Context: an optimization exercise on an open-source flow, tuned for small area, a short achievable clock period and few clock cycles per item. The choices shown serve that exercise and are no tape-out recipe.
At most, simulation tests tie the RTL to the original design; equivalence was not proved.
Power and IR drop assume default switching activity.

==> module simple_ALU, before the edit <==
module simple_ALU(input i_clk,
                  input i_rst,
                  input logic  [15:0] i_memData,
                  output logic [15:0] o_memData,
                  output logic [15:0] o_memAddr,
                  output logic o_memWrEnable);
  localparam logic [1:0] S_FETCH = 2'd0,
                         S_DEC   = 2'd1,
                         S_RD1   = 2'd2,
                         S_RD2   = 2'd3;
  logic [1:0]  state;
  logic [5:0]  rd;         
  logic [5:0]  rs;         
  logic [5:0]  pcn;        
  logic        selRd, selRs, selPc;   
  logic [15:0] wdata;      
  logic        we;         
  logic        first;      
  logic        stale;      
  logic        twoRd;      
  logic        sameRd;     
  logic        opAdd, opAnd, opOr, opXor, opSh;
  logic        cin;        
  logic        left;       
  logic        arith;      
  wire  [5:0]  addr = ({6{selRd}} & rd) | ({6{selRs}} & rs) | ({6{selPc}} & pcn);
  assign o_memAddr     = {10'd0, addr};
  assign o_memData     = wdata;
  assign o_memWrEnable = we;
  wire [15:0] x = i_memData;
  wire [15:0] y = wdata;
  wire [16:0] sum = {x, 1'b1} + {y, cin};
  wire [15:0] xin;
  wire [15:0] u;
  genvar gi;
  generate
    for (gi = 0; gi < 16; gi++) begin : g_rev
      assign xin[gi] = left ? x[15-gi] : x[gi];
      assign u[gi]   = left ? sw[15-gi] : sw[gi];
    end
  endgenerate
  wire        fill = arith & x[15];
  wire [31:0] sww  = {{16{fill}}, xin} >> y[3:0];
  wire [15:0] sw   = sww[15:0];
  wire        big  = |y[15:4];
  wire [15:0] alu = ({16{opAdd}} & sum[16:1])
                  | ({16{opAnd}} & (x & y))
                  | ({16{opOr}}  & (x | y))
                  | ({16{opXor}} & (x ^ y))
                  | ({16{opSh & ~big}} & u)
                  | ({16{arith & big}} & {16{x[15]}});
  wire [15:0] ins   = i_memData;
  wire [2:0]  dFn   = ins[14:12];
  wire [5:0]  dRd   = ins[11:6];
  wire [5:0]  dRs   = ins[5:0];
  wire        dImm  = ins[15];
  wire        aK    = we & (dRd == rd);
  wire        bK    = dImm | (we & (dRs == rd));
  wire        dShift = (dFn == 3'd2) | (dFn == 3'd3) | (dFn == 3'd4);
  wire        dComm  = (dFn == 3'd0) | (dFn[2] & (dFn[1:0] != 2'd0));
  wire        dSub   = (dFn == 3'd1);
  wire        same  = ~aK & ~bK & (dRd == dRs) & ~dShift;
  wire        bOnly = aK & ~bK & dComm;
  wire        two   = ~bK & ~same & ~bOnly;      
  wire        none  = aK & bK;
  always_ff @(posedge i_clk) begin
    if (i_rst) begin
      state <= S_FETCH;
      selRd <= 1'b0;
      selRs <= 1'b0;
      selPc <= 1'b1;
      pcn   <= 6'd0;
      we    <= 1'b0;
      first <= 1'b1;
      stale <= 1'b0;
    end else begin
      case (state)
        S_FETCH: begin
          we    <= ~first;
          first <= 1'b0;
          {selRd, selRs, selPc} <= 3'b100;
          pcn   <= pcn + 6'd1;
          stale <= ~first & (rd == pcn);
          state <= S_DEC;
        end
        S_DEC: begin
          we    <= 1'b0;
          if (stale) begin
            stale <= 1'b0;
          end else if (two) begin
            {selRd, selRs, selPc} <= 3'b010;
            state <= S_RD1;
          end else if (none) begin
            {selRd, selRs, selPc} <= 3'b001;
            state <= S_FETCH;
          end else begin
            {selRd, selRs, selPc} <= {~bOnly, bOnly, 1'b0};
            state <= S_RD2;
          end
        end
        S_RD1: begin
          {selRd, selRs, selPc} <= 3'b100;
          state <= S_RD2;
        end
        default: begin   
          {selRd, selRs, selPc} <= 3'b001;
          state <= S_FETCH;
        end
      endcase
    end
  end
  always_ff @(posedge i_clk) begin
    case (state)
      S_FETCH: wdata <= alu;
      S_DEC:   if (!stale) wdata <= (dImm ? {10'd0, dRs} : wdata) ^ {16{dSub}};
      S_RD2: begin
        if (twoRd)
          wdata <= i_memData ^ {16{cin}};
        else if (sameRd)
          wdata <= opAnd ? 16'hFFFF : {15'd0, opAdd & ~cin};
      end
      default: ;
    endcase
  end
  always_ff @(posedge i_clk) rs <= dRs;
  always_ff @(posedge i_clk) begin
    case (state)
      S_DEC: begin
        if (!stale) begin
          rd     <= dRd;
          twoRd  <= two;
          sameRd <= same;
          cin    <= dSub;
          opAdd  <= (dFn[2:1] == 2'd0);
          opAnd  <= (dFn == 3'd5);
          opOr   <= (dFn == 3'd6);
          opXor  <= (dFn == 3'd7);
          opSh   <= dShift;
          left   <= (dFn == 3'd4);
          arith  <= (dFn == 3'd2);
        end
      end
      S_RD2: begin
        if (sameRd) begin
          opAdd <= 1'b0;
          opSh  <= opAdd & ~cin;
          left  <= opAdd & ~cin;
          opAnd <= cin | opAnd | opXor;
          opXor <= 1'b0;
          cin   <= 1'b0;
        end
      end
      default: ;
    endcase
  end
endmodule
export LEC_CHECK = 0
export ABC_AREA = 1
export CAP_MARGIN = 20
export CORE_MARGIN = 2
export CORE_UTILIZATION = 40
export CTS_BUF_LIST = sky130_fd_sc_hd__clkbuf_8
export SLEW_MARGIN = 20
export TNS_END_PERCENT = 0
create_clock -name core_clock -period 9.0 [get_ports {i_clk}]
standard.sh (not shown) runs the stock make flow with config.mk's settings and CLKGATE_MAP_FILE= SYNTH_SCRIPT=/design/flow/synth_recipe.tcl, a recipe that flattens the netlist after the stock synthesis.
==> flow/flow/run.sh <==
#!/bin/bash
# Standard layout, with plain buffers (not delay cells) on the ports, the
# timing repair aiming at 6.0 ns of setup slack, and clock tree synthesis
# without dummy loads.
# Full make output goes to standard.log here; ORFS keeps each step's log
# under orfs/logs/.
set -euo pipefail
bash standard.sh "BUFFER_PORTS_ARGS=-buffer_cell sky130_fd_sc_hd__buf_2" SETUP_SLACK_MARGIN=6.0 "CTS_ARGS=-sink_clustering_enable -repair_clock_nets -buf_list sky130_fd_sc_hd__clkbuf_8 -dont_use_dummy_load" finish > standard.log 2>&1
==> next run, changes <==
--- a/flow/design.v
+++ b/flow/design.v
@@ -20,6 +20,7 @@
   logic        stale;      
   logic        twoRd;      
   logic        sameRd;     
+  logic [15:0] breg;       
   logic        opAdd, opAnd, opOr, opXor, opSh;
   logic        cin;        
   logic        left;       
@@ -29,7 +30,7 @@
   assign o_memData     = wdata;
   assign o_memWrEnable = we;
   wire [15:0] x = i_memData;
-  wire [15:0] y = wdata;
+  wire [15:0] y = breg;
   wire [16:0] sum = {x, 1'b1} + {y, cin};
   wire [15:0] xin;
   wire [15:0] u;
@@ -40,16 +41,18 @@
       assign u[gi]   = left ? sw[15-gi] : sw[gi];
     end
   endgenerate
-  wire        fill = arith & x[15];
-  wire [31:0] sww  = {{16{fill}}, xin} >> y[3:0];
-  wire [15:0] sw   = sww[15:0];
+  wire [15:0] sw   = xin >> y[3:0];
   wire        big  = |y[15:4];
+  logic [15:0] sraMask;
+  always_comb
+    for (int i = 0; i < 16; i++)
+      sraMask[i] = arith & (big | (i + y[3:0] >= 16));
   wire [15:0] alu = ({16{opAdd}} & sum[16:1])
                   | ({16{opAnd}} & (x & y))
                   | ({16{opOr}}  & (x | y))
                   | ({16{opXor}} & (x ^ y))
                   | ({16{opSh & ~big}} & u)
-                  | ({16{arith & big}} & {16{x[15]}});
+                  | (sraMask & {16{x[15]}});
   wire [15:0] ins   = i_memData;
   wire [2:0]  dFn   = ins[14:12];
   wire [5:0]  dRd   = ins[11:6];
@@ -64,6 +67,10 @@
   wire        bOnly = aK & ~bK & dComm;
   wire        two   = ~bK & ~same & ~bOnly;      
   wire        none  = aK & bK;
+  wire        inDec = (state == S_DEC);
+  wire        bLoad = inDec ? ~stale : (state == S_RD2) & twoRd;
+  wire [15:0] bSrc  = inDec ? (dImm ? {10'd0, dRs} : wdata) : i_memData;
+  wire [15:0] bNew  = bSrc ^ {16{inDec ? dSub : cin}};
   always_ff @(posedge i_clk) begin
     if (i_rst) begin
       state <= S_FETCH;
@@ -110,21 +117,10 @@
       endcase
     end
   end
-  always_ff @(posedge i_clk) begin
-    case (state)
-      S_FETCH: wdata <= alu;
-      S_DEC:   if (!stale) wdata <= (dImm ? {10'd0, dRs} : wdata) ^ {16{dSub}};
-      S_RD2: begin
-        if (twoRd)
-          wdata <= i_memData ^ {16{cin}};
-        else if (sameRd)
-          wdata <= opAnd ? 16'hFFFF : {15'd0, opAdd & ~cin};
-      end
-      default: ;
-    endcase
-  end
+  always_ff @(posedge i_clk) wdata <= alu;
   always_ff @(posedge i_clk) rs <= dRs;
   always_ff @(posedge i_clk) begin
+    if (bLoad) breg <= bNew;
     case (state)
       S_DEC: begin
         if (!stale) begin
@@ -149,6 +145,7 @@
           opAnd <= cin | opAnd | opXor;
           opXor <= 1'b0;
           cin   <= 1'b0;
+          breg  <= opAnd ? 16'hFFFF : {15'd0, opAdd & ~cin};
         end
       end
       default: ;
=> The new run produced a clean layout; wire length grows by 4.7%; core utilization shrinks by 1.2 points; cell count rises by 4.6%; sequential power rises by 28%; fmax climbs by 7.9%; sequential share of layout area goes up by 2.0 points; clock power rose by about 60%.
No run of this note included a check of the RTL's function; only the layout flow was run.

* * *

Another version of the RTL of simple_ALU (not shown whole).
For scale: ~71 flip-flops, ~51 I/O pins, ~0.0062 mm² of cells after synthesis.
==> module simple_ALU, before the edit <==
module simple_ALU(input i_clk,
                  input i_rst,
                  input logic  [15:0] i_memData,
                  output logic [15:0] o_memData,
                  output logic [15:0] o_memAddr,
                  output logic o_memWrEnable);
  localparam logic [2:0] S_FETCH = 3'd0,
                         S_DEC   = 3'd1,
                         S_RD1   = 3'd2,
                         S_RD2   = 3'd3,
                         S_SHX   = 3'd4;
  logic [2:0]  state;
  logic [5:0]  rs;         
  logic [5:0]  pcn;        
  logic        selRd, selRs, selPc;   
  logic [15:0] wdata;      
  logic        we;         
  logic        kv;         
  logic        first;      
  logic        stale;      
  logic [5:0]  rd;         
  logic        twoRd;      
  logic        sameRd;     
  logic [15:0] breg;       
  logic        opAdd, opDbl, opAnd, opOr, opXor, opSh;
  logic        cin;        
  logic        left;       
  logic        arith;      
  wire  [5:0]  addr = ({6{selRd}} & rd) | ({6{selRs}} & rs) | ({6{selPc}} & pcn);
  assign o_memAddr     = {10'd0, addr};
  assign o_memData     = wdata;
  assign o_memWrEnable = we;
  wire [15:0] x = i_memData;
  wire [15:0] y = breg;
  wire [16:0] sum = {x, 1'b1} + {y, cin};
  wire [15:0] xin;
  wire [15:0] u;
  genvar gi;
  generate
    for (gi = 0; gi < 16; gi++) begin : g_rev
      assign xin[gi] = left ? x[15-gi] : x[gi];
      assign u[gi]   = left ? s2[15-gi] : s2[gi];
    end
  endgenerate
  wire        fill1 = arith & x[15];
  wire [18:0] s1w   = {{3{fill1}}, xin} >> y[1:0];
  wire [15:0] s1    = s1w[15:0];
  wire        fill2 = arith & wdata[15];
  wire [27:0] s2w   = {{12{fill2}}, wdata} >> {y[3:2], 2'b00};
  wire [15:0] s2    = s2w[15:0];
  wire        big   = |y[15:4];
  wire [15:0] shr   = big ? {16{fill2}} : u;
  wire        inShx = (state == S_SHX);
  wire [15:0] alu = ({16{opAdd}} & sum[16:1])
                  | ({16{opDbl}} & {x[14:0], 1'b0})
                  | ({16{opAnd}} & (x & y))
                  | ({16{opOr}}  & (x | y))
                  | ({16{opXor}} & (x ^ y))
                  | ({16{opSh & inShx}} & s1)
                  | ({16{opSh & ~inShx}} & shr);
  wire [15:0] ins   = i_memData;
  wire [2:0]  dFn   = ins[14:12];
  wire [5:0]  dRd   = ins[11:6];
  wire [5:0]  dRs   = ins[5:0];
  wire        dImm  = ins[15];
  wire        aK    = kv & (dRd == rd);
  wire        bK    = dImm | (kv & (dRs == rd));
  wire        dShift = (dFn == 3'd2) | (dFn == 3'd3) | (dFn == 3'd4);
  wire        dComm  = (dFn == 3'd0) | (dFn[2] & (dFn[1:0] != 2'd0));
  wire        dSub   = (dFn == 3'd1);
  wire        same  = ~aK & ~bK & (dRd == dRs) & ~dShift;
  wire        bOnly = aK & ~bK & dComm;
  wire        two   = ~bK & ~same & ~bOnly;      
  wire        none  = aK & bK;
  wire [15:0] bDec  = dImm ? {10'd0, dRs} : wdata;
  wire        bLoad = (state == S_DEC) ? ~stale : (state == S_RD2) & twoRd;
  wire [15:0] bNew  = ((state == S_DEC) ? bDec : i_memData)
                    ^ {16{(state == S_DEC) ? dSub : cin}};
  always_ff @(posedge i_clk) begin
    if (i_rst) begin
      state <= S_FETCH;
      selRd <= 1'b0;
      selRs <= 1'b0;
      selPc <= 1'b1;
      pcn   <= 6'd0;
      we    <= 1'b0;
      kv    <= 1'b0;
      first <= 1'b1;
      stale <= 1'b0;
    end else begin
      case (state)
        S_FETCH: begin
          we    <= ~first;
          kv    <= ~first;
          first <= 1'b0;
          {selRd, selRs, selPc} <= 3'b100;
          pcn   <= pcn + 6'd1;
          stale <= ~first & (rd == pcn);
          state <= S_DEC;
        end
        S_DEC: begin
          we    <= 1'b0;
          if (stale) begin
            stale <= 1'b0;
            kv    <= 1'b0;
          end else if (two) begin
            {selRd, selRs, selPc} <= 3'b010;
            state <= S_RD1;
          end else if (none) begin
            {selRd, selRs, selPc} <= 3'b001;
            state <= dShift ? S_SHX : S_FETCH;
          end else begin
            {selRd, selRs, selPc} <= {~bOnly, bOnly, 1'b0};
            state <= S_RD2;
          end
        end
        S_RD1: begin
          {selRd, selRs, selPc} <= 3'b100;
          state <= S_RD2;
        end
        S_RD2: begin
          {selRd, selRs, selPc} <= 3'b001;
          state <= opSh ? S_SHX : S_FETCH;
        end
        default: begin   
          state <= S_FETCH;
        end
      endcase
    end
  end
  always_ff @(posedge i_clk) wdata <= alu;
  always_ff @(posedge i_clk) begin
    if (bLoad) breg <= bNew;
    case (state)
      S_DEC: begin
        if (!stale) begin
          rd     <= dRd;
          rs     <= dRs;
          twoRd  <= two;
          sameRd <= same;
          cin    <= dSub;
          opAdd  <= (dFn[2:1] == 2'd0);
          opDbl  <= 1'b0;
          opAnd  <= (dFn == 3'd5);
          opOr   <= (dFn == 3'd6);
          opXor  <= (dFn == 3'd7);
          opSh   <= dShift;
          left   <= (dFn == 3'd4);
          arith  <= (dFn == 3'd2);
        end
      end
      S_RD2: begin
        if (sameRd) begin
          opAdd <= 1'b0;
          opDbl <= opAdd & ~cin;
          opAnd <= cin | opAnd | opXor;
          opXor <= 1'b0;
          cin   <= 1'b0;
          breg  <= opAnd ? 16'hFFFF : 16'd0;
        end
      end
      default: ;
    endcase
  end
endmodule
clock: 9.0 ns
lec_check: 0
abc_area: 1
cap_margin: 20
core_margin: 2
core_utilization: 40
cts_buf_list: sky130_fd_sc_hd__clkbuf_8
slew_margin: 20
==> flow/flow/run.sh <==
#!/bin/bash
# Standard layout, with plain buffers (not delay cells) on the ports and the
# timing repair aiming at 6.0 ns of setup slack.
# Full make output goes to standard.log here; ORFS keeps each step's log
# under orfs/logs/.
set -euo pipefail
bash standard.sh "BUFFER_PORTS_ARGS=-buffer_cell sky130_fd_sc_hd__buf_2" SETUP_SLACK_MARGIN=6.0 finish > standard.log 2>&1
The first run passed the timing, design-rule and antenna checks.
Rerun with:
--- a/flow/design.v
+++ b/flow/design.v
@@ -4,26 +4,26 @@
                   input logic  [15:0] i_memData,
                   output logic [15:0] o_memData,
                   output logic [15:0] o_memAddr,
                   output logic o_memWrEnable);
-  localparam logic [2:0] S_FETCH = 3'd0,
-                         S_DEC   = 3'd1,
-                         S_RD1   = 3'd2,
-                         S_RD2   = 3'd3,
-                         S_SHX   = 3'd4;
-  logic [2:0]  state;
+  localparam logic [1:0] S_FETCH = 2'd0,
+                         S_DEC   = 2'd1,
+                         S_RD1   = 2'd2,
+                         S_RD2   = 2'd3;
+  logic [1:0]  state;
+  logic [5:0]  rd;         
   logic [5:0]  rs;         
   logic [5:0]  pcn;        
   logic        selRd, selRs, selPc;   
   logic [15:0] wdata;      
   logic        we;         
   logic        kv;         
   logic        first;      
   logic        stale;      
-  logic [5:0]  rd;         
   logic        twoRd;      
   logic        sameRd;     
   logic [15:0] breg;       
+  logic        zsh;        
   logic        opAdd, opDbl, opAnd, opOr, opXor, opSh;
   logic        cin;        
   logic        left;       
   logic        arith;      
@@ -39,27 +39,20 @@
   genvar gi;
   generate
     for (gi = 0; gi < 16; gi++) begin : g_rev
       assign xin[gi] = left ? x[15-gi] : x[gi];
-      assign u[gi]   = left ? s2[15-gi] : s2[gi];
+      assign u[gi]   = left ? sw[15-gi] : sw[gi];
     end
   endgenerate
-  wire        fill1 = arith & x[15];
-  wire [18:0] s1w   = {{3{fill1}}, xin} >> y[1:0];
-  wire [15:0] s1    = s1w[15:0];
-  wire        fill2 = arith & wdata[15];
-  wire [27:0] s2w   = {{12{fill2}}, wdata} >> {y[3:2], 2'b00};
-  wire [15:0] s2    = s2w[15:0];
-  wire        big   = |y[15:4];
-  wire [15:0] shr   = big ? {16{fill2}} : u;
-  wire        inShx = (state == S_SHX);
+  wire        fill = arith & x[15];
+  wire [31:0] sww  = {{16{fill}}, xin} >> y[3:0];
+  wire [15:0] sw   = sww[15:0];
   wire [15:0] alu = ({16{opAdd}} & sum[16:1])
                   | ({16{opDbl}} & {x[14:0], 1'b0})
                   | ({16{opAnd}} & (x & y))
                   | ({16{opOr}}  & (x | y))
                   | ({16{opXor}} & (x ^ y))
-                  | ({16{opSh & inShx}} & s1)
-                  | ({16{opSh & ~inShx}} & shr);
+                  | ({16{opSh & ~zsh}} & u);
   wire [15:0] ins   = i_memData;
   wire [2:0]  dFn   = ins[14:12];
   wire [5:0]  dRd   = ins[11:6];
   wire [5:0]  dRs   = ins[5:0];
@@ -72,12 +65,15 @@
   wire        same  = ~aK & ~bK & (dRd == dRs) & ~dShift;
   wire        bOnly = aK & ~bK & dComm;
   wire        two   = ~bK & ~same & ~bOnly;      
   wire        none  = aK & bK;
-  wire [15:0] bDec  = dImm ? {10'd0, dRs} : wdata;
-  wire        bLoad = (state == S_DEC) ? ~stale : (state == S_RD2) & twoRd;
-  wire [15:0] bNew  = ((state == S_DEC) ? bDec : i_memData)
-                    ^ {16{(state == S_DEC) ? dSub : cin}};
+  wire        inDec = (state == S_DEC);
+  wire        bLoad = inDec ? ~stale : (state == S_RD2) & twoRd;
+  wire [15:0] bSrc  = inDec ? (dImm ? {10'd0, dRs} : wdata) : i_memData;
+  wire        bSh   = inDec ? dShift : opSh;
+  wire        bSra  = inDec ? (dFn == 3'd2) : arith;
+  wire        bBig  = |bSrc[15:4];
+  wire [15:0] bNew  = (bSh & bBig) ? 16'd15 : bSrc ^ {16{inDec ? dSub : cin}};
   always_ff @(posedge i_clk) begin
     if (i_rst) begin
       state <= S_FETCH;
       selRd <= 1'b0;
@@ -108,9 +104,9 @@
             {selRd, selRs, selPc} <= 3'b010;
             state <= S_RD1;
           end else if (none) begin
             {selRd, selRs, selPc} <= 3'b001;
-            state <= dShift ? S_SHX : S_FETCH;
+            state <= S_FETCH;
           end else begin
             {selRd, selRs, selPc} <= {~bOnly, bOnly, 1'b0};
             state <= S_RD2;
           end
@@ -118,21 +114,21 @@
         S_RD1: begin
           {selRd, selRs, selPc} <= 3'b100;
           state <= S_RD2;
         end
-        S_RD2: begin
+        default: begin   
           {selRd, selRs, selPc} <= 3'b001;
-          state <= opSh ? S_SHX : S_FETCH;
-        end
-        default: begin   
           state <= S_FETCH;
         end
       endcase
     end
   end
   always_ff @(posedge i_clk) wdata <= alu;
   always_ff @(posedge i_clk) begin
-    if (bLoad) breg <= bNew;
+    if (bLoad) begin
+      breg <= bNew;
+      zsh  <= bSh & bBig & ~bSra;
+    end
     case (state)
       S_DEC: begin
         if (!stale) begin
           rd     <= dRd;
=>
- sequential share of layout area climbs by 0.59 points
- power is higher by 11%
- fmax climbs by 3.9%
- routed wire length falls by 5.8%
- worst hold slack stays flat
- via count decreases by 3.0%
- register-to-register slack is worse by 0.09 ns
- flip-flop and latch count stays the same
- count of clock-buffer cells in the layout went down by 1
- clock skew falls by 0.011 ns
Testbench counts after the change, summed over its fixed seeds: cycles 487,097, instrs 160,000.
The RTL of the first run of this note was laid out without a check of its function.

re-timing with driven ports:
How much do the figures lean on ideal ports? The routed layouts below were timed once more, with nothing changed but the port constraints.
Step 1 (the two cells are an assumption about what drives the block):
set clk [get_ports {i_clk}]
set_driving_cell -lib_cell sky130_fd_sc_hd__clkbuf_16 $clk
set_driving_cell -lib_cell sky130_fd_sc_hd__buf_2 [delete_from_list [all_inputs] $clk]
Step 2 moves the port delays by t, midway between the first and last clock arrival at a register: inputs arrive t later, outputs are due t later. That takes back most of the time a late clock gives input paths.
Three values: ideal, step 1, step 2; two values: the first two.
run	shift t [ns]	setup slack, ns	clock arrival spread, ns	worst data-port slew with drivers (ns)	pins driven straight from the clock port
the first run of note 1	0.352	5.731 / 5.714 / 5.366	0.020 / 0.020	0.07	1
the second run of note 1	0.399	5.971 / 5.960 / 5.583	0.019 / 0.019	0.05	1
the first run of note 2	0.387	5.921 / 5.937 / 5.551	0.023 / 0.023	0.05	1
the second run of note 2	0.419	6.036 / 6.017 / 5.597	0.012 / 0.013	0.07	1
After both steps setup and hold are still met in every run listed. For the second run of note 2, which loses most, drivers alone change the setup slack by -0.019 ns; drivers and shift together by -0.439 ns.
